Background: an optimization exercise with open tools, aiming at small area, a short achievable clock period and few clock cycles. Do not read the settings as production practice. In this exercise RTL edits were held to simulation tests only and were not proved equivalent to the original. Power is estimated from default activity; no workload was simulated.

## riscv_core
module riscv_core (
    input  logic        clk_i,
    input  logic        reset_i,
    output logic [31:0] pc_fi_o,
    input  logic [31:0] instr_fi_i,
    output logic [31:0] alu_result_mem_o,
    output logic [31:0] write_data_mem_o,
    output logic [2:0]  width_src_mem_o,
    output logic        mem_write_mem_o,
    input  logic [31:0] read_data_mem_i
);
    logic [31:2] pc_q;
    logic        ex_valid_q;
    logic [31:0] ex_a_q;         
    logic [31:0] ex_b_q;         
    logic [31:0] ex_sd_q;        
    logic [31:2] ex_alt_q;       
    logic        ex_adj_p1_q;    
    logic        ex_adj_m1_q;    
    logic        ex_cross_q;     
    logic [4:0]  ex_rd_q;
    logic        ex_we_q;        
    logic        ex_sub_q;
    logic        ex_sra_q;
    logic        ex_shl_q;       
    logic        ex_csr_q;
    logic        ex_csr_300_q;
    logic        ex_csr_7c0_q;
    logic        ex_br_q;
    logic        ex_pred_q;
    logic        ex_jump_q;      
    logic        ex_bht_upd_q;   
    logic [1:0]  ex_bht_idx_q;
    logic [1:0]  ex_bht_cnt_q;
    logic        ex_static_q;
    logic        ex_load_q;
    logic        ex_store_q;
    logic [2:0]  ex_f3_q;
    logic        ex_r_sum_q, ex_r_sh_q, ex_r_slt_q, ex_r_sltu_q;
    logic        ex_r_xor_q, ex_r_or_q, ex_r_and_q, ex_r_alt_q, ex_r_csr_q;
    logic [31:0] mem_res_q;
    logic [31:0] mem_sd_q;
    logic [2:0]  mem_f3_q;
    logic        mem_store_q;
    logic        mem_load_q;
    logic        mem_we_q;
    logic [4:0]  mem_rd_q;
    logic [31:0] csr_300_q;
    logic [31:0] csr_7c0_q;
    logic [31:0] ld_data;
    logic [31:0] wb_data;
    assign alu_result_mem_o = mem_res_q;
    assign write_data_mem_o = mem_sd_q;
    assign width_src_mem_o  = {mem_f3_q[2], mem_f3_q[0], ~mem_f3_q[1] & ~mem_f3_q[0]};
  ...
Size in the first run: ~5,500 cells after synthesis, about 1,300 flip-flops, ~170 I/O pins, roughly 65,000 um^2 of cells after synthesis.
clock: 10.0 ns
lec_check: 0
cap_margin: 20
core_margin: 2
core_utilization: 55
cts_cluster_diameter: 90
cts_cluster_size: 22
setup_slack_margin: 5
slew_margin: 20
tns_end_percent: 0
standard.sh (not shown) runs the stock make flow with config.mk's settings and CLKGATE_MAP_FILE= SYNTH_SCRIPT=/design/flow/synth_recipe.tcl, a recipe that flattens the netlist after the stock synthesis.
==> flow/flow/run.sh <==
#!/bin/bash
# Layout flow: the standard synthesis unchanged, then the standard ORFS
# steps with two differences: the port buffers are buf_4 cells (the default
# choice, clkdlybuf4s50_1, is a slow delay cell), and timing repair aims for
# 6.5 ns of setup slack at the design's 10 ns clock.
set -euo pipefail
bash standard.sh synth > synth.log 2>&1
bash standard.sh SETUP_SLACK_MARGIN=6.5 \
    "BUFFER_PORTS_ARGS=-buffer_cell sky130_fd_sc_hd__buf_4" \
    finish > layout.log 2>&1
Testbench counts at the start, summed over its fixed seeds: cycles 62,146.
Edit:
--- a/flow/flow/run.sh
+++ b/flow/flow/run.sh
@@ -5 +5 @@
-# 6.5 ns of setup slack at the design's 10 ns clock.
+# 6.25 ns of setup slack at the design's 10 ns clock.
@@ -8 +8 @@
-bash standard.sh SETUP_SLACK_MARGIN=6.5 \
+bash standard.sh SETUP_SLACK_MARGIN=6.25 \
What happened:
- The changed run ran to the end with no violations
- worst setup slack degrades by 57 ps
- utilization drops by 0.26 points
- area after synthesis stays the same
- power drops by 1.1%
- final area drops by 0.40%

---

run A:
riscv_core, a different RTL version from the one above (not shown whole).
Size in the first run: roughly 170 I/O pins.
==> flow/config.mk <==
export PLATFORM = sky130hd
export DESIGN_NAME = riscv_core
export DESIGN_NICKNAME = riscv_core
export VERILOG_FILES = /design/flow/design.v
export SDC_FILE = /design/flow/constraint.sdc
export NUM_CORES = 8
export LEC_CHECK = 0
export CAP_MARGIN = 20
export CORE_MARGIN = 2
export CORE_UTILIZATION = 55
export CTS_CLUSTER_DIAMETER = 90
export CTS_CLUSTER_SIZE = 22
export SETUP_SLACK_MARGIN = 5
export SLEW_MARGIN = 20
export TNS_END_PERCENT = 0
==> flow/constraint.sdc <==
create_clock -name core_clock -period 10.0 [get_ports {clk_i}]
set_input_delay 2.0000 -clock core_clock [delete_from_list [all_inputs] [get_ports {clk_i}]]
set_output_delay 2.0000 -clock core_clock [all_outputs]
set_load 0.01 [all_outputs]
==> flow/flow/run.sh <==
#!/bin/bash
# Layout flow: the standard synthesis steps, then the standard ORFS
# steps, with these differences: the port buffers are buf_4 cells (the
# default choice, clkdlybuf4s50_1, is a slow delay cell); timing repair aims
# for 6.25 ns of setup slack at the design's 10 ns clock; and the cell
# a222oi_1, which has no stronger size that repair could swap in, is added to
# the platform's don't-use list (so synthesis maps those and-ors to cells
# that can be resized). Registers are unaffected.
set -euo pipefail
DONT_USE="sky130_fd_sc_hd__probe_p_8 sky130_fd_sc_hd__probec_p_8 sky130_fd_sc_hd__lpflow_bleeder_1 sky130_fd_sc_hd__lpflow_clkbufkapwr_1 sky130_fd_sc_hd__lpflow_clkbufkapwr_16 sky130_fd_sc_hd__lpflow_clkbufkapwr_2 sky130_fd_sc_hd__lpflow_clkbufkapwr_4 sky130_fd_sc_hd__lpflow_clkbufkapwr_8 sky130_fd_sc_hd__lpflow_clkinvkapwr_1 sky130_fd_sc_hd__lpflow_clkinvkapwr_16 sky130_fd_sc_hd__lpflow_clkinvkapwr_2 sky130_fd_sc_hd__lpflow_clkinvkapwr_4 sky130_fd_sc_hd__lpflow_clkinvkapwr_8 sky130_fd_sc_hd__lpflow_decapkapwr_12 sky130_fd_sc_hd__lpflow_decapkapwr_3 sky130_fd_sc_hd__lpflow_decapkapwr_4 sky130_fd_sc_hd__lpflow_decapkapwr_6 sky130_fd_sc_hd__lpflow_decapkapwr_8 sky130_fd_sc_hd__lpflow_inputiso0n_1 sky130_fd_sc_hd__lpflow_inputiso0p_1 sky130_fd_sc_hd__lpflow_inputiso1n_1 sky130_fd_sc_hd__lpflow_inputiso1p_1 sky130_fd_sc_hd__lpflow_inputisolatch_1 sky130_fd_sc_hd__lpflow_isobufsrc_1 sky130_fd_sc_hd__lpflow_isobufsrc_16 sky130_fd_sc_hd__lpflow_isobufsrc_2 sky130_fd_sc_hd__lpflow_isobufsrc_4 sky130_fd_sc_hd__lpflow_isobufsrc_8 sky130_fd_sc_hd__lpflow_isobufsrckapwr_16 sky130_fd_sc_hd__lpflow_lsbuf_lh_hl_isowell_tap_1 sky130_fd_sc_hd__lpflow_lsbuf_lh_hl_isowell_tap_2 sky130_fd_sc_hd__lpflow_lsbuf_lh_hl_isowell_tap_4 sky130_fd_sc_hd__lpflow_lsbuf_lh_isowell_4 sky130_fd_sc_hd__lpflow_lsbuf_lh_isowell_tap_1 sky130_fd_sc_hd__lpflow_lsbuf_lh_isowell_tap_2 sky130_fd_sc_hd__lpflow_lsbuf_lh_isowell_tap_4  sky130_fd_sc_hd__a222oi_1"
bash standard.sh "DONT_USE_CELLS=$DONT_USE" synth > synth.log 2>&1
bash standard.sh "DONT_USE_CELLS=$DONT_USE" SETUP_SLACK_MARGIN=6.25 \
    "BUFFER_PORTS_ARGS=-buffer_cell sky130_fd_sc_hd__buf_4" \
    finish > layout.log 2>&1
Testbench counts of run A, summed over its fixed seeds: cycles 64,162.
For run B, these inputs were changed with respect to run A:
==> flow/flow/run.sh <==
#!/bin/bash
# Layout flow: the standard synthesis unchanged, then the standard ORFS
# steps with two differences: the port buffers are buf_4 cells (the default
# choice, clkdlybuf4s50_1, is a slow delay cell), and timing repair aims for
# 6.25 ns of setup slack at the design's 10 ns clock.
set -euo pipefail
bash standard.sh synth > synth.log 2>&1
bash standard.sh SETUP_SLACK_MARGIN=6.25 \
    "BUFFER_PORTS_ARGS=-buffer_cell sky130_fd_sc_hd__buf_4" \
    finish > layout.log 2>&1
Notes after the runs:
- Comparing run B with run A, the wire length came out essentially unchanged.
- Run B vs run A — final critical-path share of the clock period dropped 0.36 points.
- Compared with run A, run B shows placement row count lower by 0.79%.
- Cmp run A and run B / final worst-path setup slack / higher: run B
- Going from run A to run B, met1 demand-to-capacity share in global routing increased 0.80 points; power density over cell area decreased about 1%; summed area of non-filler cells in the final layout essentially unchanged.
- Relative to run A, final cell count decreased by about 0.8% in run B.
- No stage failed in run B, and the final checks on the layout all came back clean.
Setup changes, run B to run C
==> flow/flow/run.sh <==
#!/bin/bash
# Layout flow: the standard synthesis unchanged, then the standard ORFS
# steps with two differences: the port buffers are buf_4 cells (the default
# choice, clkdlybuf4s50_1, is a slow delay cell), and timing repair aims for
# 6.25 ns of setup slack at the design's 10 ns clock, estimating wires with
# the layer RC in rc.tcl (the platform's, scaled by 1.2).

set -euo pipefail
bash standard.sh synth > synth.log 2>&1
bash standard.sh SETUP_SLACK_MARGIN=6.25 "LAYER_PARASITICS_FILE=$(pwd)/flow/rc.tcl" \
    "BUFFER_PORTS_ARGS=-buffer_cell sky130_fd_sc_hd__buf_4" \
    finish > layout.log 2>&1
==> flow/flow/rc.tcl (new file) <==
# The platform's layer RC (setRC.tcl) with wire capacitance and resistance
# scaled by 1.20, for the estimates that placement and timing repair use.
# correlateRC.py gcd,ibex,aes,jpeg,chameleon,riscv32i,chameleon_hier
# cap units pf/um
set_layer_rc -layer li1 -capacitance 0.00017988 -resistance 0.086112
set_layer_rc -layer met1 -capacitance 0.00020685 -resistance 0.00107148
set_layer_rc -layer met2 -capacitance 0.00016348 -resistance 0.00107148
set_layer_rc -layer met3 -capacitance 0.000257954 -resistance 0.00018804
set_layer_rc -layer met4 -capacitance 0.000177754 -resistance 0.00018804
set_layer_rc -layer met5 -capacitance 0.000184904 -resistance 2.1372e-05
# end correlate

set_layer_rc -via mcon -resistance 9.249146E-3
set_layer_rc -via via -resistance 4.5E-3
set_layer_rc -via via2 -resistance 3.368786E-3
set_layer_rc -via via3 -resistance 0.376635E-3
set_layer_rc -via via4 -resistance 0.00580E-3

set_wire_rc -signal -layer met1
set_wire_rc -clock -layer met3
--- outcome ---
Looking at the reports, run C completed the entire flow and the layout it produced met the timing, DRC and antenna checks. Delta (run C minus run B): utilization after layout increased by 1.4 points relative to the old numbers; relative contribution of sequential cells to total power decreased 0.3 points. Compared with run B, run C is the more power-hungry design. In run C the relative area change from synthesis to final layout turned out 2.5 points higher than in run B. Against run B, total area of multi-input combinational cells in run C rose by a few percent. | remaining antenna violation count after routing | run B vs run C | ≈ equal |. Re clock network fraction of total power: run C and run B aren't equal, and the higher value belongs to run B. Power of the sequential group delta (run C -> run B): insignificant.
## Diff of input files: run D against run C
-- flow/flow/run.sh --
<<< run C, line 4
# choice, clkdlybuf4s50_1, is a slow delay cell), and timing repair aims for
# 6.25 ns of setup slack at the design's 10 ns clock, estimating wires with
# the layer RC in rc.tcl (the platform's, scaled by 1.2).

set -euo pipefail
>>> run D, line 4
# choice, clkdlybuf4s50_1, is a slow delay cell), and timing repair aims for
# 6.25 ns of setup slack at the design's 10 ns clock, estimating wires with
# the layer RC in rc.tcl (the platform's, scaled by 1.4).

set -euo pipefail
==> flow/flow/rc.tcl <==
# The platform's layer RC (setRC.tcl) with wire capacitance and resistance
# scaled by 1.40, for the estimates that placement and timing repair use.
# correlateRC.py gcd,ibex,aes,jpeg,chameleon,riscv32i,chameleon_hier
# cap units pf/um
set_layer_rc -layer li1 -capacitance 0.00020986 -resistance 0.100464
set_layer_rc -layer met1 -capacitance 0.000241325 -resistance 0.00125006
set_layer_rc -layer met2 -capacitance 0.000190726 -resistance 0.00125006
set_layer_rc -layer met3 -capacitance 0.000300947 -resistance 0.00021938
set_layer_rc -layer met4 -capacitance 0.000207379 -resistance 0.00021938
set_layer_rc -layer met5 -capacitance 0.000215722 -resistance 2.4934e-05
# end correlate

set_layer_rc -via mcon -resistance 9.249146E-3
set_layer_rc -via via -resistance 4.5E-3
set_layer_rc -via via2 -resistance 3.368786E-3
set_layer_rc -via via3 -resistance 0.376635E-3
set_layer_rc -via via4 -resistance 0.00580E-3

set_wire_rc -signal -layer met1
set_wire_rc -clock -layer met3
Notes after the runs:
Compared with run C, the detailed router inserted more vias in run D.
Looking at worst setup slack, run D sits above run C.
Between run C and run D, number of clock buffer instances in the layout decreased.
Summary of run D over run C: total track usage went up 0.70 points, portion of the clock cycle consumed by the worst path in the final layout dropped 1.3 points.
Compared with run C, run D shows a internal cell power that is 0.46% higher.
Run D against run C: non-clock buffer count higher, share of final-layout standard cells stronger than drive strength 1 +2.9 points, placed instance area up 0.59%.

---

riscv_core, a different RTL version from the one above (not shown whole).
For scale: about 1300 flip-flops, about 170 I/O pins, about 64000 um^2 of cells after synthesis.
==> flow/config.mk <==
export PLATFORM = sky130hd
export DESIGN_NAME = riscv_core
export DESIGN_NICKNAME = riscv_core
export VERILOG_FILES = /design/flow/design.v
export SDC_FILE = /design/flow/constraint.sdc
export NUM_CORES = 8
export LEC_CHECK = 0
export CAP_MARGIN = 20
export CORE_MARGIN = 2
export CORE_UTILIZATION = 70
export SETUP_SLACK_MARGIN = 5
export SLEW_MARGIN = 20
==> flow/constraint.sdc <==
create_clock -name core_clock -period 10.0 [get_ports {clk_i}]
set_input_delay 2.0000 -clock core_clock [delete_from_list [all_inputs] [get_ports {clk_i}]]
set_output_delay 2.0000 -clock core_clock [all_outputs]
set_load 0.01 [all_outputs]
==> flow/flow/run.sh <==
#!/bin/bash
# Layout flow: the standard synthesis unchanged, then the standard ORFS
# steps with two differences: the port buffers are buf_4 cells (the default
# choice, clkdlybuf4s50_1, is a slow delay cell), and timing repair aims for
# 6 ns of setup slack at the design's 10 ns clock.
set -euo pipefail
bash standard.sh synth > synth.log 2>&1
bash standard.sh SETUP_SLACK_MARGIN=6 \
    "BUFFER_PORTS_ARGS=-buffer_cell sky130_fd_sc_hd__buf_4" \
    finish > layout.log 2>&1
The starting point failed in global routing, error GRT-0232.
Testbench counts at the start, summed over its fixed seeds: cycles 64,714.
==> next run, changes <==
Settings changed: CORE_UTILIZATION 70 to 50.
This time the run ran to the end with no violations; area after synthesis stays the same; synthesized cell count does not change.

==> what the ideal ports hide <==
The flow's constraints put no driver on any port. The routed layouts listed below were extracted and timed again, unchanged, in two steps. Step 1 sets driving cells, clkbuf_16 on the clock port and buf_2 on the other inputs (assumed; they add their load-dependent delay and slew). Step 2 adds t to the input delays and takes it off the output delays; t is the mean of the earliest and latest rising clock arrival at the registers after step 1. Input paths then give back, and output paths get back, about the clock's delay inside the block. a / b / c = ideal / step 1 / step 2; a / b = the first two.
run | shift t [ns] | setup WS [ns] | clock arrival spread, ns | worst slew at a driven data input, ns
the first run of note 1 | 0.793 | 5.804 / 5.780 / 4.987 | 0.059 / 0.060 | 0.14
the second run of note 1 | 0.770 | 5.747 / 5.747 / 5.043 | 0.045 / 0.045 | 0.09
run A | 0.776 | 5.775 / 5.827 / 5.050 | 0.049 / 0.049 | 0.10
run B | 0.764 | 5.811 / 5.684 / 4.920 | 0.035 / 0.035 | 0.20
run C | 0.775 | 5.846 / 5.761 / 4.986 | 0.040 / 0.040 | 0.32
run D | 0.793 | 5.978 / 5.878 / 5.085 | 0.050 / 0.051 | 0.27
the second run of note 3 | 0.883 | 5.574 / 5.600 / 4.718 | 0.046 / 0.045 | 0.17
After both steps every run listed still meets setup and hold. The setup slack of run D, which loses most, moves by -0.100 ns with the drivers and by -0.893 ns with both steps.
